What follows belongs to an exercise in optimizing a design on an open flow for small area, a short achievable clock period and few clock cycles; a production flow would make more cautious choices. Only simulation tests tie the RTL to the original design; equivalence was not proved. Power and IR drop assume default switching activity.

==> flow/design.v <==
module LASER (
input CLK,
input RST,
input [3:0] X,
input [3:0] Y,
output reg [3:0] C1X,
output reg [3:0] C1Y,
output reg [3:0] C2X,
output reg [3:0] C2Y,
output reg DONE
);
localparam NC = 12;
localparam PW = 11;    
localparam [3:0] LASTROW = 4'd7;
integer i;
genvar gj, gk;
function [3:0] nextrow;
    input [3:0] r;
    case (r)
        4'd13: nextrow = 4'd12;
        4'd12: nextrow = 4'd11;
        4'd11: nextrow = 4'd10;
        4'd10: nextrow = 4'd9;
        4'd9:  nextrow = 4'd8;
        4'd8:  nextrow = 4'd6;
        4'd6:  nextrow = 4'd3;
        4'd3:  nextrow = 4'd2;
        4'd2:  nextrow = 4'd5;
        4'd5:  nextrow = 4'd4;
        4'd4:  nextrow = 4'd7;
        default: nextrow = 4'd13;
    endcase
endfunction
reg         ld;          
reg  [5:0]  lcnt;
reg         srun;        
reg         smask;       
reg  [3:0]  row0;
reg         run;         
reg         mcyc;        
reg  [3:0]  row;
reg  [NC-1:0] colsel;
reg  [2:0]  pass;        
reg  [3:0]  gx, gy;
reg  [159:0] RX, RY;
reg  [39:0]  MK;
reg  [119:0] CL;         
wire [39:0]  cov;
wire [39:0]  mk_n = mcyc ? {cov[38:0], cov[39]} : {MK[38:0], MK[39] & ~ld};
wire [3:0]   hx = ld ? (X ^ {1'b0, X[3:1]}) : RX[159:156];    
wire [3:0]   hy = ld ? Y : RY[159:156];
wire [159:0] ry_n = {RY[155:0], hy};
always @ (posedge CLK) begin
    RX <= {RX[155:0], hx};
    RY <= ry_n;
    MK <= mk_n;
end
wire [119:0] cl_n;
generate
for (gj = 0; gj < 40; gj = gj + 1) begin : s0
    laser_cls u (.py(ry_n[4*gj +: 4]), .row(row0), .g(~(mk_n[gj] & ~smask)), .cl(cl_n[3*gj +: 3]));
end
endgenerate
always @ (posedge CLK)
    CL <= cl_n;
wire [NC*40-1:0] hit;     
generate
for (gj = 0; gj < 40; gj = gj + 1) begin : s1
    wire [NC-1:0] ind;
    laser_ind u (.e(RX[4*gj +: 4]), .cl(CL[3*gj +: 3]), .ind(ind));
    for (gk = 0; gk < NC; gk = gk + 1) begin : h
        assign hit[gk*40+gj] = ind[gk];
    end
    assign cov[gj] = |(ind & colsel);
end
endgenerate
reg  [PW-1:0] P [0:NC-1];
reg  [3:0]  p1row;
reg         p1v, p1first, p1last;
wire        squash;
generate
for (gj = 0; gj < NC; gj = gj + 1) begin : pa
    wire [PW-1:0] part;
    laser_pc40a u (.in(hit[gj*40+39:gj*40]), .out(part));
    always @ (posedge CLK)
        P[gj] <= part;
end
endgenerate
always @ (posedge CLK)
    p1row <= row;
always @ (posedge CLK or posedge RST)
    if (RST) begin
        p1v <= 1'b0;
        p1first <= 1'b0;
        p1last <= 1'b0;
    end else begin
        p1v <= run & ~squash;
        p1first <= run & (row == 4'd13);
        p1last <= run & (row == LASTROW);
    end
reg  [5:0]  CNT [0:NC-1];
reg  [3:0]  r1row;
reg         r1v, r1first, r1last, r1eq;
generate
for (gj = 0; gj < NC; gj = gj + 1) begin : pb
    wire [5:0] c;
    laser_pc40b u (.in(P[gj]), .cnt(c));
    always @ (posedge CLK)
        CNT[gj] <= c;
end
endgenerate
wire [3:0] oldx = pass[0] ? C2X : C1X;
wire [3:0] oldy = pass[0] ? C2Y : C1Y;
always @ (posedge CLK) begin
    r1row <= p1row;
    r1eq  <= (p1row == oldy);
end
always @ (posedge CLK or posedge RST)
    if (RST) begin
        r1v <= 1'b0;
        r1first <= 1'b0;
        r1last <= 1'b0;
    end else begin
        r1v <= p1v;
        r1first <= p1v & p1first;
        r1last <= p1v & p1last;
    end
function gt6;        
    input [5:0] a, b;
    reg gt;
    integer k;
    begin
        gt = 1'b0;
        for (k = 0; k < 6; k = k + 1)
            gt = (a[k] & ~b[k]) | (~(~a[k] & b[k]) & gt);
        gt6 = gt;
    end
endfunction
wire [5:0] wc [0:5];
wire [3:0] wx [0:5];
generate
for (gj = 0; gj < 6; gj = gj + 1) begin : t1
    wire lo = gt6(CNT[2*gj], CNT[2*gj+1]);
    assign wc[gj] = lo ? CNT[2*gj] : CNT[2*gj+1];
    assign wx[gj] = lo ? (2*gj+2) : (2*gj+3);
end
endgenerate
reg  [5:0]  gmax;
reg         geq, usnap;
reg  [5:0]  win;
reg  [5:0]  bestc;
reg  [3:0]  bestx;
reg         beat;
wire        rowgt = r1row > gy;
integer a, b;
always @ (*) begin
    for (a = 0; a < 6; a = a + 1) begin
        win[a] = 1'b1;
        for (b = 0; b < 6; b = b + 1)
            if (b < a) win[a] = win[a] & ~gt6(wc[b], wc[a]);
            else if (b > a) win[a] = win[a] & gt6(wc[a], wc[b]);
    end
    bestc = 6'd0;
    bestx = 4'd0;
    beat  = 1'b0;
    for (a = 0; a < 6; a = a + 1) begin
        bestc = bestc | ({6{win[a]}} & wc[a]);
        bestx = bestx | ({4{win[a]}} & wx[a]);
        beat  = beat  | (win[a] & (gt6(wc[a], gmax) | rowgt & ~gt6(gmax, wc[a])));
    end
end
wire        upd   = r1v & (r1first | beat);
wire [3:0]  gx_n  = upd ? bestx : gx;
wire [3:0]  gy_n  = upd ? r1row : gy;
wire        geq_n = upd ? (r1eq & (bestx == oldx)) : geq;
always @ (posedge CLK) begin
    if (upd) gmax <= bestc;
    gx  <= gx_n;
    gy  <= gy_n;
    geq <= geq_n;
end
wire pend   = r1v & r1last;     
wire fin    = pend & ((pass == 3'd5) | (pass[2] | pass[1]) & geq_n);
wire miss   = pend & (usnap | upd);   
wire snap   = srun & (row0 == LASTROW);
assign squash = fin | miss;
always @ (posedge CLK) begin
    if (pend & ~pass[0]) begin
        C1X <= gx_n;
        C1Y <= gy_n;
    end
    if (pend & pass[0]) begin
        C2X <= gx_n;
        C2Y <= gy_n;
    end
    if (snap | miss)
        colsel <= 12'd1 << (gx_n - 4'd2);
    usnap <= ~snap & (usnap | upd);
end
always @ (posedge CLK or posedge RST)
    if (RST) begin
        ld    <= 1'b1;
        lcnt  <= 6'd0;
        srun  <= 1'b0;
        smask <= 1'b0;
        row0  <= 4'd13;
        run   <= 1'b0;
        mcyc  <= 1'b0;
        row   <= 4'd13;
        pass  <= 3'd0;
        DONE  <= 1'b0;
    end else begin
        DONE <= fin;
        run  <= (ld & (lcnt == 6'd39)) | (srun & ~squash);
        mcyc <= smask & ~squash;
        row  <= row0;
        if (pend)
            pass <= pass + 3'd1;
        if (DONE) begin
            ld   <= 1'b1;
            lcnt <= 6'd0;
        end else if (ld) begin
            lcnt <= lcnt + 6'd1;
            if (lcnt == 6'd39) begin
                ld   <= 1'b0;
                srun <= 1'b1;
                row0 <= nextrow(4'd13);
                pass <= 3'd0;
            end
        end else if (fin) begin
            srun  <= 1'b0;
            smask <= 1'b0;
            row0  <= 4'd13;
        end else if (miss | snap) begin
            srun  <= 1'b0;
            smask <= 1'b1;
            row0  <= gy_n;
        end else if (smask) begin
            smask <= 1'b0;
            srun  <= 1'b1;
            row0  <= 4'd13;
        end else if (srun)
            row0 <= nextrow(row0);
    end
endmodule
module laser_fa (input a, input b, input c, output s, output co);
    assign s  = a ^ b ^ c;
    assign co = (a & b) | (c & (a ^ b));
endmodule
module laser_ha (input a, input b, output s, output co);
    assign s  = a ^ b;
    assign co = a & b;
endmodule
module laser_cls(py, row, g, cl);
input [3:0] py;
wire [3:0] py;
input [3:0] row;
wire [3:0] row;
input g;
wire g;
output [2:0] cl;
wire [2:0] cl;
wire _00_;
wire _01_;
wire _02_;
wire _03_;
wire _04_;
wire _05_;
wire _06_;
wire _07_;
wire _08_;
wire _09_;
wire _10_;
wire _11_;
wire _12_;
wire _13_;
wire _14_;
wire _15_;
wire _16_;
wire _17_;
wire _18_;
wire _19_;
wire _20_;
wire _21_;
wire _22_;
wire _23_;
wire _24_;
wire _25_;
wire _26_;
wire _27_;
wire _28_;
wire _29_;
  assign _00_ = (~(py[3]));
  assign _01_ = (~(_00_)) | (~(row[3]));
  assign _02_ = (~(py[2]));
  assign _03_ = (~(row[2])&~(_02_));
  assign _04_ = (~(row[3])&~(_00_));
  assign _05_ = (~(_03_)&~(_04_)) | (~(_01_));
  assign _06_ = (~(py[1]));
  assign _07_ = (~(row[0]));
  assign _08_ = (~(_07_)) | (~(py[0]));
  assign _09_ = ((_06_)&(_08_)) | ((_06_)&(row[1])) | ((_08_)&(row[1]));
  assign _10_ = (~(py[0])&~(_07_));
  assign _11_ = (~(_06_)&~(row[1])&~(_10_));
  assign _12_ = (~(_06_)&~(_11_)) | (~(row[1])&~(_11_)) | (~(_08_)&~(_11_));
  assign _13_ = (~(_12_));
  assign _14_ = (~(_08_));
  assign _15_ = (~(_10_)&~(_14_));
  assign _16_ = (~(_15_));
  assign _17_ = (~(_16_)&~(_13_));
  assign _18_ = (~(_17_));
  assign _19_ = (~(_02_)) | (~(row[2]));
  assign _20_ = (~(_19_));
  assign _21_ = (~(_03_)&~(_20_)) | (~(_05_)) | (~(_09_)) | (~(_18_));
  assign _22_ = (~(_01_)&~(_03_)) | (~(g));
  assign _23_ = (~(_04_)&~(_22_)) | (~(_19_)&~(_22_));
  assign _24_ = (~(_05_)&~(_09_)) | (~(_23_)) | (~(_21_));
  assign _25_ = (~(_03_)&~(_20_));
  assign _26_ = (~(_13_)) | (~(_16_)) | (~(_25_));
  assign _27_ = (~(_13_)&~(_25_)) | (~(_26_));
  assign cl[1] = (~(_27_)&~(_24_));
  assign _28_ = (~(_17_)) | (~(_25_));
  assign _29_ = (~(_18_)) | (~(_27_));
  assign cl[0] = (~(_28_)&~(_24_)) | (~(_29_)&~(_24_));
  assign cl[2] = (~(_24_));
endmodule
module laser_ind(e, cl, ind);
input [3:0] e;
wire [3:0] e;
input [2:0] cl;
wire [2:0] cl;
output [11:0] ind;
wire [11:0] ind;
wire _00_;
wire _01_;
wire _02_;
wire _03_;
wire _04_;
wire _05_;
wire _06_;
wire _07_;
wire _08_;
wire _09_;
wire _10_;
wire _11_;
wire _12_;
wire _13_;
wire _14_;
wire _15_;
wire _16_;
wire _17_;
wire _18_;
wire _19_;
wire _20_;
wire _21_;
wire _22_;
wire _23_;
wire _24_;
wire _25_;
wire _26_;
wire _27_;
wire _28_;
wire _29_;
wire _30_;
wire _31_;
wire _32_;
  assign _00_ = (~(e[3]));
  assign _01_ = (~(e[2]));
  assign _02_ = (~(cl[0]));
  assign _03_ = (~(e[0]));
  assign _04_ = (~(_03_)) | (~(_02_));
  assign _05_ = (~(_04_)&~(cl[1])) | (~(e[1])&~(cl[1]));
  assign _06_ = (~(e[1])&~(e[0]));
  assign _07_ = (~(_02_)&~(_05_)) | (~(_06_)&~(_05_));
  assign _08_ = (~(e[1]));
  assign _09_ = (~(cl[1]));
  assign _10_ = (~(_03_)&~(_02_));
  assign _11_ = (~(_10_));
  assign _12_ = (~(e[0])&~(_11_)) | (~(e[0])&~(_08_)) | (~(_09_)&~(_11_)) | (~(_09_)&~(_08_));
  assign _13_ = (~(_11_)) | (~(_09_));
  assign _14_ = (~(_13_)&~(_12_)) | (~(cl[2]));
  assign _15_ = (~(_01_)&~(_07_)) | ((_14_));
  assign ind[10] = (~(_00_)&~(_15_));
  assign _16_ = (~(e[2])&~(_07_)) | ((_14_));
  assign _17_ = (~(_08_)) | (~(_03_)) | (~(e[2])) | (~(cl[0]));
  assign ind[9] = (~(_00_)&~(_16_)) | (~(_17_)&~(_16_));
  assign _18_ = (~(cl[2]));
  assign _19_ = (~(_05_)&~(_18_)) | (~(_02_)&~(_18_));
  assign _20_ = (~(e[2])&~(_12_)) | (~(_19_));
  assign _21_ = (~(_02_)&~(_09_)) | (~(e[0])&~(_09_));
  assign _22_ = (~(_21_)) | (~(e[2])) | (~(_08_));
  assign ind[8] = (~(_00_)&~(_20_)) | (~(_22_)&~(_20_));
  assign _23_ = (~(_01_)&~(_09_));
  assign _24_ = (~(_03_)&~(_23_)) | (~(_08_)&~(_10_));
  assign _25_ = (~(_22_)) | (~(_03_)) | (~(_02_));
  assign _26_ = (~(_08_)&~(_23_)) | (~(_25_));
  assign _27_ = (~(_26_)) | (~(_02_));
  assign _28_ = (~(_01_)&~(_18_));
  assign _29_ = (~(e[1])&~(_27_)) | (~(e[1])&~(_28_)) | (~(cl[2])&~(_27_)) | (~(_21_)&~(_27_)) | (~(cl[2])&~(_28_)) | (~(_21_)&~(_28_));
  assign ind[7] = (~(_00_)&~(_29_)) | (~(_24_)&~(_29_));
  assign _30_ = (~(e[0])&~(_08_)&~(_02_)&~(_18_));
  assign _31_ = (~(_06_)&~(_13_)) | (~(_28_)&~(_30_));
  assign ind[6] = (~(_26_)&~(_31_)) | (~(_00_)&~(_31_));
  assign ind[5] = (~(_26_)&~(_31_)) | (~(e[3])&~(_31_));
  assign ind[4] = (~(e[3])&~(_29_)) | (~(_24_)&~(_29_));
  assign ind[3] = (~(e[3])&~(_20_)) | (~(_22_)&~(_20_));
  assign ind[2] = (~(e[3])&~(_16_)) | (~(_17_)&~(_16_));
  assign ind[1] = (~(e[3])&~(_15_));
  assign _32_ = (~(_01_)&~(_12_)) | (~(_19_));
  assign ind[0] = (~(e[3])&~(_32_));
  assign ind[11] = (~(_00_)&~(_32_));
endmodule
module laser_pc40a (input [39:0] in, output [10:0] out);
  wire s0, c0; laser_fa u0 (.a(in[0]), .b(in[1]), .c(in[2]), .s(s0), .co(c0));
  wire s1, c1; laser_fa u1 (.a(in[3]), .b(in[4]), .c(in[5]), .s(s1), .co(c1));
  wire s2, c2; laser_fa u2 (.a(in[6]), .b(in[7]), .c(in[8]), .s(s2), .co(c2));
  wire s3, c3; laser_fa u3 (.a(in[9]), .b(in[10]), .c(in[11]), .s(s3), .co(c3));
  wire s4, c4; laser_fa u4 (.a(in[12]), .b(in[13]), .c(in[14]), .s(s4), .co(c4));
  wire s5, c5; laser_fa u5 (.a(in[15]), .b(in[16]), .c(in[17]), .s(s5), .co(c5));
  wire s6, c6; laser_fa u6 (.a(in[18]), .b(in[19]), .c(in[20]), .s(s6), .co(c6));
  wire s7, c7; laser_fa u7 (.a(in[21]), .b(in[22]), .c(in[23]), .s(s7), .co(c7));
  wire s8, c8; laser_fa u8 (.a(in[24]), .b(in[25]), .c(in[26]), .s(s8), .co(c8));
  wire s9, c9; laser_fa u9 (.a(in[27]), .b(in[28]), .c(in[29]), .s(s9), .co(c9));
  wire s10, c10; laser_fa u10 (.a(in[30]), .b(in[31]), .c(in[32]), .s(s10), .co(c10));
  wire s11, c11; laser_fa u11 (.a(in[33]), .b(in[34]), .c(in[35]), .s(s11), .co(c11));
  wire s12, c12; laser_fa u12 (.a(in[36]), .b(in[37]), .c(in[38]), .s(s12), .co(c12));
  wire s13, c13; laser_fa u13 (.a(s0), .b(s1), .c(s2), .s(s13), .co(c13));
  wire s14, c14; laser_fa u14 (.a(s3), .b(s4), .c(s5), .s(s14), .co(c14));
  wire s15, c15; laser_fa u15 (.a(s6), .b(s7), .c(s8), .s(s15), .co(c15));
  wire s16, c16; laser_fa u16 (.a(s9), .b(s10), .c(s11), .s(s16), .co(c16));
  wire s17, c17; laser_fa u17 (.a(c0), .b(c1), .c(c2), .s(s17), .co(c17));
  wire s18, c18; laser_fa u18 (.a(c3), .b(c4), .c(c5), .s(s18), .co(c18));
  wire s19, c19; laser_fa u19 (.a(c6), .b(c7), .c(c8), .s(s19), .co(c19));
  wire s20, c20; laser_fa u20 (.a(c9), .b(c10), .c(c11), .s(s20), .co(c20));
  wire s21, c21; laser_fa u21 (.a(s13), .b(s14), .c(s15), .s(s21), .co(c21));
  wire s22, c22; laser_fa u22 (.a(s16), .b(s12), .c(in[39]), .s(s22), .co(c22));
  wire s23, c23; laser_fa u23 (.a(c13), .b(c14), .c(c15), .s(s23), .co(c23));
  wire s24, c24; laser_fa u24 (.a(c16), .b(s17), .c(s18), .s(s24), .co(c24));
  wire s25, c25; laser_fa u25 (.a(s19), .b(s20), .c(c12), .s(s25), .co(c25));
  wire s26, c26; laser_fa u26 (.a(c17), .b(c18), .c(c19), .s(s26), .co(c26));
  wire s27, c27; laser_fa u27 (.a(c21), .b(c22), .c(s23), .s(s27), .co(c27));
  wire s28, c28; laser_fa u28 (.a(c23), .b(c24), .c(c25), .s(s28), .co(c28));
  assign out[0] = s21;    
  assign out[1] = s22;    
  assign out[2] = s27;    
  assign out[3] = s24;    
  assign out[4] = s25;    
  assign out[5] = c27;    
  assign out[6] = s28;    
  assign out[7] = s26;    
  assign out[8] = c20;    
  assign out[9] = c28;    
  assign out[10] = c26;    
endmodule
module laser_pc40b (input [10:0] in, output [5:0] cnt);
  wire s0, c0; laser_fa u0 (.a(in[2]), .b(in[3]), .c(in[4]), .s(s0), .co(c0));
  wire s1, c1; laser_fa u1 (.a(in[5]), .b(in[6]), .c(in[7]), .s(s1), .co(c1));
  wire s2, c2; laser_fa u2 (.a(c0), .b(s1), .c(in[8]), .s(s2), .co(c2));
  wire s3, c3; laser_fa u3 (.a(c1), .b(in[9]), .c(in[10]), .s(s3), .co(c3));
  wire s4, c4; laser_ha u4 (.a(in[0]), .b(in[1]), .s(s4), .co(c4));
  wire s5, c5; laser_ha u5 (.a(s0), .b(c4), .s(s5), .co(c5));
  wire s6, c6; laser_ha u6 (.a(s2), .b(c5), .s(s6), .co(c6));
  wire s7, c7; laser_fa u7 (.a(c2), .b(s3), .c(c6), .s(s7), .co(c7));
  wire s8, c8; laser_ha u8 (.a(c3), .b(c7), .s(s8), .co(c8));
  assign cnt[0] = s4;
  assign cnt[1] = s5;
  assign cnt[2] = s6;
  assign cnt[3] = s7;
  assign cnt[4] = s8;
  assign cnt[5] = c8;
endmodule
==> flow/flow/run.sh <==
#!/bin/bash
# The standard layout (the standard.sh), except that
#  * synthesis swaps in cell netlists for the per-point blocks and the
#    adders (swap.tcl), and
#  * ORFS's timing repair (after floorplan, CTS and global routing) works
#    towards a setup slack of MARGIN ns at the design's clock period,
#    instead of only to a slack of 0, so that it sizes up the cells of the
#    longest paths.
set -euo pipefail
MARGIN=9.2
here=$(cd "$(dirname "$0")" && pwd)
work=$(dirname "$here")
cd "$work"
sed "s#^make -C #make SYNTH_CANONICALIZE_TCL=$here/swap.tcl SETUP_SLACK_MARGIN=$MARGIN MATCH_CELL_FOOTPRINT=0 -C #" standard.sh > swapped_standard.sh
grep -q "SYNTH_CANONICALIZE_TCL=" swapped_standard.sh
bash swapped_standard.sh > make.log 2>&1
==> flow/flow/gates.v <==
// Cell netlists of the per-point blocks and the adders, swapped in for the
// RTL modules of the same names (made by gen/premap.sh from gen/blocks.v).
module laser_fa (input a, input b, input c, output s, output co);
    sky130_fd_sc_hd__fa_1 u (.A(a), .B(b), .CIN(c), .SUM(s), .COUT(co));
endmodule

module laser_ha (input a, input b, output s, output co);
    sky130_fd_sc_hd__ha_1 u (.A(a), .B(b), .SUM(s), .COUT(co));
endmodule

module laser_cls(py, row, g, cl);
  input [3:0] py;
  wire [3:0] py;
  input [3:0] row;
  wire [3:0] row;
  input g;
  wire g;
  output [2:0] cl;
  wire [2:0] cl;
  wire _00_;
  wire _01_;
  wire _02_;
  wire _03_;
  wire _04_;
  wire _05_;
  wire _06_;
  wire _07_;
  wire _08_;
  wire _09_;
  wire _10_;
  wire _11_;
  wire _12_;
  wire _13_;
  wire _14_;
  wire _15_;
  wire _16_;
  wire _17_;
  wire _18_;
  wire _19_;
  wire _20_;
  wire _21_;
  wire _22_;
  wire _23_;
  wire _24_;
  wire _25_;
  wire _26_;
  wire _27_;
  wire _28_;
  wire _29_;
  sky130_fd_sc_hd__clkinv_1 _30_ (
    .A(py[3]),
    .Y(_00_)
  );
  sky130_fd_sc_hd__nand2_1 _31_ (
    .A(_00_),
    .B(row[3]),
    .Y(_01_)
  );
  sky130_fd_sc_hd__clkinv_1 _32_ (
    .A(py[2]),
    .Y(_02_)
  );
  sky130_fd_sc_hd__nor2_1 _33_ (
    .A(row[2]),
    .B(_02_),
    .Y(_03_)
  );
  sky130_fd_sc_hd__nor2_1 _34_ (
    .A(row[3]),
    .B(_00_),
    .Y(_04_)
  );
  sky130_fd_sc_hd__o21ai_0 _35_ (
    .A1(_03_),
    .A2(_04_),
    .B1(_01_),
    .Y(_05_)
  );
  sky130_fd_sc_hd__clkinv_1 _36_ (
    .A(py[1]),
    .Y(_06_)
  );
  sky130_fd_sc_hd__clkinv_1 _37_ (
    .A(row[0]),
    .Y(_07_)
  );
  sky130_fd_sc_hd__nand2_1 _38_ (
    .A(_07_),
    .B(py[0]),
    .Y(_08_)
  );
  sky130_fd_sc_hd__maj3_1 _39_ (
    .A(_06_),
    .B(_08_),
    .C(row[1]),
    .X(_09_)
  );
  sky130_fd_sc_hd__nor2_1 _40_ (
    .A(py[0]),
    .B(_07_),
    .Y(_10_)
  );
  sky130_fd_sc_hd__nor3_1 _41_ (
    .A(_06_),
    .B(row[1]),
    .C(_10_),
    .Y(_11_)
  );
  sky130_fd_sc_hd__a31oi_1 _42_ (
    .A1(_06_),
    .A2(row[1]),
    .A3(_08_),
    .B1(_11_),
    .Y(_12_)
  );
  sky130_fd_sc_hd__clkinv_1 _43_ (
    .A(_12_),
    .Y(_13_)
  );
  sky130_fd_sc_hd__clkinv_1 _44_ (
    .A(_08_),
    .Y(_14_)
  );
  sky130_fd_sc_hd__nor2_1 _45_ (
    .A(_10_),
    .B(_14_),
    .Y(_15_)
  );
  sky130_fd_sc_hd__clkinv_1 _46_ (
    .A(_15_),
    .Y(_16_)
  );
  sky130_fd_sc_hd__nor2_1 _47_ (
    .A(_16_),
    .B(_13_),
    .Y(_17_)
  );
  sky130_fd_sc_hd__clkinv_1 _48_ (
    .A(_17_),
    .Y(_18_)
  );
  sky130_fd_sc_hd__nand2_1 _49_ (
    .A(_02_),
    .B(row[2]),
    .Y(_19_)
  );
  sky130_fd_sc_hd__clkinv_1 _50_ (
    .A(_19_),
    .Y(_20_)
  );
  sky130_fd_sc_hd__o2111ai_1 _51_ (
    .A1(_03_),
    .A2(_20_),
    .B1(_05_),
    .C1(_09_),
    .D1(_18_),
    .Y(_21_)
  );
  sky130_fd_sc_hd__o21ai_0 _52_ (
    .A1(_01_),
    .A2(_03_),
    .B1(g),
    .Y(_22_)
  );
  sky130_fd_sc_hd__a21oi_1 _53_ (
    .A1(_04_),
    .A2(_19_),
    .B1(_22_),
    .Y(_23_)
  );
  sky130_fd_sc_hd__o211ai_1 _54_ (
    .A1(_05_),
    .A2(_09_),
    .B1(_23_),
    .C1(_21_),
    .Y(_24_)
  );
  sky130_fd_sc_hd__nor2_1 _55_ (
    .A(_03_),
    .B(_20_),
    .Y(_25_)
  );
  sky130_fd_sc_hd__nand3_1 _56_ (
    .A(_13_),
    .B(_16_),
    .C(_25_),
    .Y(_26_)
  );
  sky130_fd_sc_hd__o21ai_0 _57_ (
    .A1(_13_),
    .A2(_25_),
    .B1(_26_),
    .Y(_27_)
  );
  sky130_fd_sc_hd__nor2_1 _58_ (
    .A(_27_),
    .B(_24_),
    .Y(cl[1])
  );
  sky130_fd_sc_hd__nand2_1 _59_ (
    .A(_17_),
    .B(_25_),
    .Y(_28_)
  );
  sky130_fd_sc_hd__nand2_1 _60_ (
    .A(_18_),
    .B(_27_),
    .Y(_29_)
  );
  sky130_fd_sc_hd__a21oi_1 _61_ (
    .A1(_28_),
    .A2(_29_),
    .B1(_24_),
    .Y(cl[0])
  );
  sky130_fd_sc_hd__clkinv_1 _62_ (
    .A(_24_),
    .Y(cl[2])
  );
endmodule

module laser_ind(e, cl, ind);
  input [3:0] e;
  wire [3:0] e;
  input [2:0] cl;
  wire [2:0] cl;
  output [11:0] ind;
  wire [11:0] ind;
  wire _00_;
  wire _01_;
  wire _02_;
  wire _03_;
  wire _04_;
  wire _05_;
  wire _06_;
  wire _07_;
  wire _08_;
  wire _09_;
  wire _10_;
  wire _11_;
  wire _12_;
  wire _13_;
  wire _14_;
  wire _15_;
  wire _16_;
  wire _17_;
  wire _18_;
  wire _19_;
  wire _20_;
  wire _21_;
  wire _22_;
  wire _23_;
  wire _24_;
  wire _25_;
  wire _26_;
  wire _27_;
  wire _28_;
  wire _29_;
  wire _30_;
  wire _31_;
  wire _32_;
  sky130_fd_sc_hd__clkinv_1 _33_ (
    .A(e[3]),
    .Y(_00_)
  );
  sky130_fd_sc_hd__clkinv_1 _34_ (
    .A(e[2]),
    .Y(_01_)
  );
  sky130_fd_sc_hd__clkinv_1 _35_ (
    .A(cl[0]),
    .Y(_02_)
  );
  sky130_fd_sc_hd__clkinv_1 _36_ (
    .A(e[0]),
    .Y(_03_)
  );
  sky130_fd_sc_hd__nand2_1 _37_ (
    .A(_03_),
    .B(_02_),
    .Y(_04_)
  );
  sky130_fd_sc_hd__a21oi_1 _38_ (
    .A1(_04_),
    .A2(e[1]),
    .B1(cl[1]),
    .Y(_05_)
  );
  sky130_fd_sc_hd__nor2_1 _39_ (
    .A(e[1]),
    .B(e[0]),
    .Y(_06_)
  );
  sky130_fd_sc_hd__a21oi_1 _40_ (
    .A1(_02_),
    .A2(_06_),
    .B1(_05_),
    .Y(_07_)
  );
  sky130_fd_sc_hd__clkinv_1 _41_ (
    .A(e[1]),
    .Y(_08_)
  );
  sky130_fd_sc_hd__clkinv_1 _42_ (
    .A(cl[1]),
    .Y(_09_)
  );
  sky130_fd_sc_hd__nor2_1 _43_ (
    .A(_03_),
    .B(_02_),
    .Y(_10_)
  );
  sky130_fd_sc_hd__clkinv_1 _44_ (
    .A(_10_),
    .Y(_11_)
  );
  sky130_fd_sc_hd__a22oi_1 _45_ (
    .A1(e[0]),
    .A2(_09_),
    .B1(_11_),
    .B2(_08_),
    .Y(_12_)
  );
  sky130_fd_sc_hd__nand2_1 _46_ (
    .A(_11_),
    .B(_09_),
    .Y(_13_)
  );
  sky130_fd_sc_hd__o21ai_0 _47_ (
    .A1(_13_),
    .A2(_12_),
    .B1(cl[2]),
    .Y(_14_)
  );
  sky130_fd_sc_hd__o21bai_1 _48_ (
    .A1(_01_),
    .A2(_07_),
    .B1_N(_14_),
    .Y(_15_)
  );
  sky130_fd_sc_hd__nor2_1 _49_ (
    .A(_00_),
    .B(_15_),
    .Y(ind[10])
  );
  sky130_fd_sc_hd__o21bai_1 _50_ (
    .A1(e[2]),
    .A2(_07_),
    .B1_N(_14_),
    .Y(_16_)
  );
  sky130_fd_sc_hd__nand4_1 _51_ (
    .A(_08_),
    .B(_03_),
    .C(e[2]),
    .D(cl[0]),
    .Y(_17_)
  );
  sky130_fd_sc_hd__a21oi_1 _52_ (
    .A1(_00_),
    .A2(_17_),
    .B1(_16_),
    .Y(ind[9])
  );
  sky130_fd_sc_hd__clkinv_1 _53_ (
    .A(cl[2]),
    .Y(_18_)
  );
  sky130_fd_sc_hd__a21oi_1 _54_ (
    .A1(_05_),
    .A2(_02_),
    .B1(_18_),
    .Y(_19_)
  );
  sky130_fd_sc_hd__o21ai_0 _55_ (
    .A1(e[2]),
    .A2(_12_),
    .B1(_19_),
    .Y(_20_)
  );
  sky130_fd_sc_hd__a21oi_1 _56_ (
    .A1(_02_),
    .A2(e[0]),
    .B1(_09_),
    .Y(_21_)
  );
  sky130_fd_sc_hd__nand3_1 _57_ (
    .A(_21_),
    .B(e[2]),
    .C(_08_),
    .Y(_22_)
  );
  sky130_fd_sc_hd__a21oi_1 _58_ (
    .A1(_00_),
    .A2(_22_),
    .B1(_20_),
    .Y(ind[8])
  );
  sky130_fd_sc_hd__nor2_1 _59_ (
    .A(_01_),
    .B(_09_),
    .Y(_23_)
  );
  sky130_fd_sc_hd__o22ai_1 _60_ (
    .A1(_08_),
    .A2(_10_),
    .B1(_03_),
    .B2(_23_),
    .Y(_24_)
  );
  sky130_fd_sc_hd__nand3_1 _61_ (
    .A(_22_),
    .B(_03_),
    .C(_02_),
    .Y(_25_)
  );
  sky130_fd_sc_hd__o21ai_0 _62_ (
    .A1(_08_),
    .A2(_23_),
    .B1(_25_),
    .Y(_26_)
  );
  sky130_fd_sc_hd__nand2_1 _63_ (
    .A(_26_),
    .B(_02_),
    .Y(_27_)
  );
  sky130_fd_sc_hd__nor2_1 _64_ (
    .A(_01_),
    .B(_18_),
    .Y(_28_)
  );
  sky130_fd_sc_hd__a32oi_1 _65_ (
    .A1(e[1]),
    .A2(cl[2]),
    .A3(_21_),
    .B1(_27_),
    .B2(_28_),
    .Y(_29_)
  );
  sky130_fd_sc_hd__a21oi_1 _66_ (
    .A1(_00_),
    .A2(_24_),
    .B1(_29_),
    .Y(ind[7])
  );
  sky130_fd_sc_hd__nor4_1 _67_ (
    .A(e[0]),
    .B(_08_),
    .C(_02_),
    .D(_18_),
    .Y(_30_)
  );
  sky130_fd_sc_hd__o22ai_1 _68_ (
    .A1(_28_),
    .A2(_30_),
    .B1(_06_),
    .B2(_13_),
    .Y(_31_)
  );
  sky130_fd_sc_hd__a21oi_1 _69_ (
    .A1(_26_),
    .A2(_00_),
    .B1(_31_),
    .Y(ind[6])
  );
  sky130_fd_sc_hd__a21oi_1 _70_ (
    .A1(_26_),
    .A2(e[3]),
    .B1(_31_),
    .Y(ind[5])
  );
  sky130_fd_sc_hd__a21oi_1 _71_ (
    .A1(e[3]),
    .A2(_24_),
    .B1(_29_),
    .Y(ind[4])
  );
  sky130_fd_sc_hd__a21oi_1 _72_ (
    .A1(e[3]),
    .A2(_22_),
    .B1(_20_),
    .Y(ind[3])
  );
  sky130_fd_sc_hd__a21oi_1 _73_ (
    .A1(e[3]),
    .A2(_17_),
    .B1(_16_),
    .Y(ind[2])
  );
  sky130_fd_sc_hd__nor2_1 _74_ (
    .A(e[3]),
    .B(_15_),
    .Y(ind[1])
  );
  sky130_fd_sc_hd__o21ai_0 _75_ (
    .A1(_01_),
    .A2(_12_),
    .B1(_19_),
    .Y(_32_)
  );
  sky130_fd_sc_hd__nor2_1 _76_ (
    .A(e[3]),
    .B(_32_),
    .Y(ind[0])
  );
  sky130_fd_sc_hd__nor2_1 _77_ (
    .A(_00_),
    .B(_32_),
    .Y(ind[11])
  );
endmodule
==> flow/flow/swap.tcl <==
# Sourced by ORFS's synthesis (SYNTH_CANONICALIZE_TCL), after reading the
# design: replaces the RTL of the per-point blocks and of the adders with
# their cell netlists in gates.v (the same logic, mapped by gen/premap.sh),
# so that synthesis keeps those cells as they are.  The top module, and so
# every register, is untouched.
foreach m {laser_fa laser_ha laser_cls laser_ind} {
    delete $m
}
read_verilog [file join [file dirname [info script]] gates.v]
hierarchy -check -top $::env(DESIGN_NAME)
==> flow/standard.sh <==
#!/bin/bash
# synth_recipe.tcl (not shown) runs the flow's synth.tcl, then flattens the netlist and writes it again
# the make line also repeats each setting of config.mk as NAME=value (left out here)
make -C /OpenROAD-flow-scripts/flow DESIGN_CONFIG=/design/flow/config.mk WORK_HOME=/design/flow/orfs CLKGATE_MAP_FILE= SYNTH_SCRIPT=/design/flow/synth_recipe.tcl "${@:-finish}"
==> flow/config.mk <==
export PLATFORM = sky130hd
export DESIGN_NAME = LASER
export DESIGN_NICKNAME = LASER
export VERILOG_FILES = /design/flow/design.v
export SDC_FILE = /design/flow/constraint.sdc
export NUM_CORES = 4
export LEC_CHECK = 0
export ABC_AREA = 0
export CAP_MARGIN = 20
export CORE_MARGIN = 2
export CORE_UTILIZATION = 40
export CTS_CLUSTER_DIAMETER = 100
export CTS_CLUSTER_SIZE = 22
export SLEW_MARGIN = 20
==> flow/constraint.sdc <==
create_clock -name core_clock -period 13.0 [get_ports {CLK}]
set_input_delay 2.6000 -clock core_clock [delete_from_list [all_inputs] [get_ports {CLK}]]
set_output_delay 2.6000 -clock core_clock [all_outputs]
set_load 0.01 [all_outputs]
==> results of run 1 <==
[registers in the layout (all words and copies together) (netlist names), 6 cells and up]
signal	count
RX	160
CNT	72
CL	120
RY	160
gmax	6
lcnt	6
P	132
MK	40
colsel	12
[kinds of logic (layout without fill, tap and decap cells)]
kind of cell / count (synthesis) / in the layout / share of synthesized area (%)
xor gates and xnor gates: 15 / 15 / 0.273
AOI/OAI and AO/OA: 1829 / 1829 / 24.6
and+or+nand+nor: 1613 / 1613 / 14.8
muxes: 29 / 29 / 0.694
buffers and inverters: 863 / 1034 / 6.78
DFF: 766 / 766 / 32.9
adders and majority gates: 535 / 535 / 20.0
[worst max-delay path: stages, from the launching register on]
cell       delay [ns]
dfxtp_2          0.33
nor2b_4          0.11
maj3_2           0.33
o2111a_2         0.36
o21ai_4          0.31
buf_6            0.15
a221oi_2         0.07
a2111oi_4        0.38
a221oi_2         0.06
a211o_1          0.32
and4bb_2         0.28
buf_4            0.15
and3_4           0.17
buf_4            0.15
o21ai_2          0.14
o2111ai_2        0.18
nor4b_4          0.24
buf_4            0.18
o21ai_4          0.09
a31o_4           0.26
mux2_4           0.29
[path summary, 6_finish.rpt]
| kind | slack [ns] | start | cells past startpoint | endpoint |
|---|---|---|---|---|
| worst max-delay path | 8.34 | CNT[0][0] | 20 | row0[1] |
| worst min-delay path | 0.36 | RY[114] | 0 | RY[118] |
| worst max register to register | 8.34 | CNT[0][0] | 20 | row0[1] |
| worst min register to register | 0.36 | RY[114] | 0 | RY[118] |
| max in group asynchronous | 10.39 | RST | 3 | ld |
| min in group asynchronous | 2.28 | RST | 3 | lcnt[5] |
[placed cells by master (no fill, tap or decap), types with 49 or more instances in the layout]
cell type,synthesis,layout
fa_1,408,369
o211ai_1,65,65
dfxtp_1,703,639
ha_1,65,64
nand2b_1,82,77
a31oi_1,56,52
maj3_1,57,49
a21oi_1,612,400
nand3_1,153,143
a221oi_1,129,123
nand4_1,52,52
nor2_1,729,632
a22o_1,123,123
a21oi_2,2,210
nor2_2,0,89
inv_2,0,58
nand2_1,392,381
clkinv_1,720,645
o21bai_1,81,79
buf_4,1,149
o22ai_1,98,95
o21ai_0,334,307
[power breakdown]
part	internal [mW]	switching [mW]	leakage (nW)
Combinational	0.00315	0.00350	13.7
Sequential	2.36	0	6.33
Clock	0.710	0.897	0.680
Total	3.07	0.900	20.7
[through the flow]
step	hold WS [ns]	setup slack, ns
after floorplan	0.338	8.71
after global placement	0.342	7.24
after detailed placement	0.342	7.09
after CTS	0.352	8.56
after global routing	0.366	8.27
final	0.358	8.34
[what timing repair did]
action / 4_1_cts / 5_1_grt
buffers inserted: 78 / 70
pin swaps: 40 / 67
cloned: 0 / 1
setup endpoints to repair: 118 / 141
resized for setup: 347 / 489
[routing by layer]
layer | wire, um | vias to the layer above | track usage (%) | part of all wire, %
met2 | 75600 | 1997 | 42.4 | 45
met4 | 8050 | 0 | 10.8 | 4.8
li1 | - | 20300 | - | -
met1 | 71200 | 21100 | 34.6 | 42
met5 | 0 | - | 0 | 0
met3 | 12800 | 443 | 4.75 | 7.6
[cell type report]
type,count,area [um^2],share of cell area (%)
inverter,764,2960,5.32
sequential,766,16000,28.7
timing repair buffer,202,1650,2.97
tap,1612,2020,3.63
multi-input combinational,4021,31600,56.8
clock buffer,51,1170,2.10
clock inverter,17,248,0.445
==> summary.md, run 1 <==
| Metric | Value |
|---|---|
| Post-DR wirelength/cell | 22.5 um |
| RSZ-0062 raised after global routing | true |
| Cell Area, Placed | 50400 um^2 |
| Library cells used by synthesis | 109 |
| Starting Density | 40.2% |
| DRC viols | 0 |
| Slew Limit Fails | 0 |
| Non-filler cells, final | 7433 |
| Worst hold path type | reg -> reg |
| Synth area leader | dfxtp_1 |
| VDD IR max | 0.0899 mV |
| Worst slew pin tran | 1.06 ns |
| Vias in the first global route | 41.0k |
| Drt via density | 5.90 |
| Largest net degree at the start of global routing | 63 |
| Relative slew slack | 29.3% |
| Cell Rows | 127 |
| Post-CTS Hold Buffers | 0 |
| Leakage power | 20.7 nW |
| Clock latency (worst-skew pair) | 0.69 ns |
| Vias | 43.8k |
| Layout cell share with drive strength beyond 1 | 17.6% |
| Mapped Cells | 5650 |
| CP Max Fanout | 6 |
| Die H | 351 um |
| Core area | 120000 um^2 |
| Critical Path RT | 13.58 ns |
| Synthesized area | 48100 um^2 |
| DRT Pass-1 Iters | 8 |
| Most frequent cell after synthesis | nor2_1 |
| Dpl cells | 7216 |
| Yosys top cell area share | 29.2% |
| Synth top area cells | dfxtp_1 (29%), fa_1 (17%), a21oi_1 (6.4%) |
| IO Port Bufs | 26 |
| CTS tree | done |
| Die width | 351 um |
| Total routed wirelength | 168000 um |
| Total negative slack | 0 ns |
| Top cells by count, synth | nor2_1 (729), clkinv_1 (720), dfxtp_1 (703) |
| Initial antenna violation count | 4 |
| Status | no timing/DRC/antenna violations |
| Most used DFF post-synth | dfxtp_1 |
| Fmax | 215 MHz |
| Period utilization | 35.8% |
| First-pass GRT wire length | 247000 um |
| H-tree depth | 2 |
| Setup Viol. Count Final | 0 |
| TritonCTS buffer count | 45 |
| Final critical-path required period | 4.66 ns |
| Synth Warn # | 5 |
| CP Class | reg -> reg |
| Avg Inst Size Synth | 8.52 um^2 |
| I/O pins | 27 |
| Total chip power | 3.97 mW |
| GRT overflow | 0 |
| Die area | 123000 um^2 |
| Antenna Nets Post-Route | 0 |
| CTS Root Cell | clkbuf_16 |
| Layout fillers | 11.3k |
| Final Instance Area | 55600 um^2 |
| Mapped Nets | 6133 |
| Final hold vios | 0 |
| Worst-path clk slew | 0.09 ns |
| Post-Route Skew | 0.0399 ns |
| Maxcap violations | 0 |
| Area Overhead vs Synth | 15.5% |
| Antenna diode count | 0 |
| Crit path DAT | 5.24 ns |
| Startpoint Class | flop |
| Setup crit end kind | flop |
| Bufs on Longest Clock Path | 3 |
| Final core utilization | 46.5% |
| DR iter-0 viols | 4554 |
| Number of synthesized flops with an enable pin | 34 |
| Cell Pwr Density | 71.4 nW/um^2 |
| Fin nets | 6283 |
| CTS Sinks | 766 |
| Placed wire-length estimate | 129000 um |
| Overall Global Routing Usage | 26.3% |
| Synth Register Bits | 766 |
| Post-synthesis async set-or-reset flop share | 3.79% |
| Register area share after synthesis | 32.9% |
| Gp weighted congestion | 1.01 |
Testbench counts, summed over its fixed seeds: cycles 11,144.
==> run 2: changes to the inputs <==
--- a/flow/flow/run.sh
+++ b/flow/flow/run.sh
@@ -9,3 +9,3 @@
 set -euo pipefail
-MARGIN=9.2
+MARGIN=9.25
 here=$(cd "$(dirname "$0")" && pwd)
--- a/flow/config.mk
+++ b/flow/config.mk
@@ -7,8 +7,8 @@
 export LEC_CHECK = 0
-export ABC_AREA = 0
+export ABC_AREA = 1
 export CAP_MARGIN = 20
 export CORE_MARGIN = 2
-export CORE_UTILIZATION = 40
+export CORE_UTILIZATION = 55
 export CTS_CLUSTER_DIAMETER = 100
-export CTS_CLUSTER_SIZE = 22
+export CTS_CLUSTER_SIZE = 26
 export SLEW_MARGIN = 20
==> summary.md, run 2 <==
| Metric | Value |
|---|---|
| CP Max Fanout | 8 |
| Total negative slack | 0 ns |
| Avg Inst Size Synth | 7.92 um^2 |
| Biggest regs | RX x160, RY x160, P x132 |
| Bufs on Longest Clock Path | 3 |
| Status | no timing/DRC/antenna violations |
| Die area | 89200 um^2 |
| Post-DR wirelength/cell | 22.3 um |
| Leakage power | 21.6 nW |
| Period utilization | 29.3% |
| Core area | 86500 um^2 |
| Worst slew pin tran | 0.952 ns |
| Relative slew slack | 36.3% |
| Yosys top cell area share | 29.5% |
| Clock latency (worst-skew pair) | 0.64 ns |
| Hold Slack | 0.341 ns |
| Hold Path Stages | 0 |
| R2R Setup Slk | 9.20 ns |
| RSZ-0062 raised after global routing | true |
| I/O pins | 27 |
| DRT Pass-1 Iters | 8 |
| Starting Density | 55.2% |
| Mapped Cells | 6029 |
| Die H | 299 um |
| Worst setup startpoint | CNT[11][0] |
| Mapped Nets | 6512 |
| Final hold vios | 0 |
| Largest net degree at the start of global routing | 63 |
| Slew Limit Fails | 0 |
| Total routed wirelength | 163000 um |
| IO Port Bufs | 26 |
| DR iter-0 viols | 5129 |
| Synth area leader | dfxtp_1 |
| Overall Global Routing Usage | 35.5% |
| Post-synthesis async set-or-reset flop share | 3.79% |
| Placed wire-length estimate | 124000 um |
| Hold Crit Start | RY[15] |
| Synthesized area | 47800 um^2 |
| Synth Register Bits | 766 |
| Layout cell share with drive strength beyond 1 | 15.9% |
| Post-Route Skew | 0.0464 ns |
| H-tree depth | 2 |
| Setup crit end kind | flop |
| VDD IR max | 0.100 mV |
| Antenna Nets Post-Route | 0 |
| Most frequent cells in the layout | nand2_1 (999), dfxtp_1 (638), clkinv_1 (626), nor2_1 (599), a21oi_1 (384) |
| Max incr delay on CP | 0.32 ns |
| Register area share after synthesis | 33.1% |
| Cell Pwr Density | 70.8 nW/um^2 |
| DRC viols | 0 |
| Total chip power | 3.80 mW |
| Cell Rows | 108 |
| Antenna diode count | 0 |
| Library cells used by synthesis | 62 |
| Maxcap violations | 0 |
| Crit path max-delay cell type | dfxtp_1 |
| Worst-path clk slew | 0.11 ns |
| Dpl cells | 7160 |
| Setup Viol. Count Final | 0 |
| CTS tree | done |
| Worst hold path type | reg -> reg |
| CP dominant cell by count | nand2_1 |
| R2r startpoint | CNT[11][0] |
| TritonCTS buffer count | 39 |
| Startpoint Class | flop |
| Gp weighted congestion | 1.05 |
| Top cells by count, synth | nand2_1 (1033), clkinv_1 (721), nor2_1 (706) |
| Fmax | 263 MHz |
| Synth Warn # | 5 |
| Initial antenna violation count | 1 |
| CTS Sinks | 766 |
| GRT overflow | 0 |
| First-pass GRT wire length | 242000 um |
| Vias | 44.0k |
| Number of synthesized flops with an enable pin | 34 |
| Drt via density | 6.02 |
| Most used DFF post-synth | dfxtp_1 |
| Area Overhead vs Synth | 12.5% |
| Critical Path RT | 13.45 ns |
| Synth top area cells | dfxtp_1 (29%), fa_1 (17%), nand2_1 (8.1%) |
| Final core utilization | 62.2% |
| CP Class | reg -> reg |
| Most common cell after layout, fill and taps aside | nand2_1 |
| CTS Root Cell | clkbuf_16 |
| R2R depth | 26 |
| Crit path DAT | 4.25 ns |
| Final critical-path required period | 3.80 ns |
| Vias in the first global route | 40.4k |
| Fin nets | 6630 |
| Non-filler cells, final | 7319 |
| Die width | 299 um |
| Most frequent cell after synthesis | nand2_1 |
run 2: changes by cell type after synthesis, moves of 23 or more:
cell	previous run	this run
nand2_1	392	1033
inv_1	44	186
nand2b_1	82	0
a22o_1	123	55
a221oi_1	129	73
nand3_1	153	208
nor2b_1	33	0
nand2_2	2	28
o211ai_1	65	41
a41oi_1	45	22
nor2_1	729	706
run 2: worst paths after layout:
| check | end |
|---|---|
| setup / recovery | colsel[6] |
| hold / removal | RY[19] |
| setup reg to reg | colsel[6] |
| hold reg to reg | RY[19] |
| max in group asynchronous | row0[0] |
| min in group asynchronous | r1first |
run 2: power by group:
part | switching (mW) | internal, mW | leakage (nW)
registers | 0 | 2.36 | 6.36
logic | 0.00259 | 0.00316 | 14.7
clock network | 0.845 | 0.596 | 0.573
total | 0.848 | 2.96 | 21.6
run 2: layout make-up:
type	instances	area [um^2]
inverters	920	3580
repair buffers	143	1110
fillers	7633	32700
clock inverters	14	196
well taps	1155	1450
clock buffers	44	995
multi-input cells	4277	30500
flip-flops and latches	766	16000
run 2: what timing repair did:
action                     4_1_cts  5_1_grt
setup buffers                   25       69
gates resized for setup        311      520
setup endpoints to repair       90      106
pin swaps                       13       73
cloned                           1        6
hold buffers                     0        0
run 2: critical path: cells and delay by family, from the launching register on:
kind / cells / cell delay (ns)
AND/OR/NAND/NOR: 15 / 1.40
AO/OA/AOI/OAI: 4 / 0.79
buffers and inverters: 5 / 0.65
flip-flops: 1 / 0.32
XOR/XNOR: 1 / 0.26
adder cells (fa/ha/maj): 1 / 0.18
run 2: routing by layer:
layer,global-route usage (%),wire [um]
met1,49.0,68800
met2,54.4,71500
met3,5.98,14200
met4,16.9,8820
met5,0,11
run 2: cell families (layout without fill, tap and decap cells):
family                     count (synthesis)  in the layout  share of synthesized area (%)
AOI/OAI and AO/OA                       1568           1569                           20.0
xor gates and xnor gates                   9              9                          0.204
adders and majority gates                513            513                           19.6
buffers and inverters                    993           1121                           7.92
DFF                                      766            766                           33.1
and+or+nand+nor                         2180           2186                           19.1
run 2: metrics by stage:
stage                     worst slack (ns)  area (um^2)
final                                 9.20        53800
after global routing                  8.91        53800
after CTS                             9.19        51500
after detailed placement              8.59        49300
after global placement                8.64        49300
after floorplan                       9.25        47800

-- afterwards: timing with drivers on the ports --
How much do the figures lean on ideal ports? The routed layouts below were timed once more, with nothing changed but the port constraints.
Step 1 sets driving cells, clkbuf_16 on the clock port and buf_2 on the other inputs (assumed; they add their load-dependent delay and slew).
Step 2 adds t to the input delays and takes it off the output delays; t is the mean of the earliest and latest rising clock arrival at the registers after step 1. Input paths then give back, and output paths get back, about the clock's delay inside the block.
a / b / c = no drivers / after step 1 / after step 2; a / b = the first two.
run | t (ns) | slack for setup (ns) | worst register clock-pin slew, ns
run 1 | 0.744 | 8.344 / 8.344 / 8.344 | 0.10 / 0.10
run 2 | 0.693 | 9.196 / 9.135 / 8.730 | 0.11 / 0.11
After both steps every run listed still meets setup and hold. The setup slack of run 2, which loses most, moves by -0.061 ns with the drivers and by -0.466 ns with both steps.
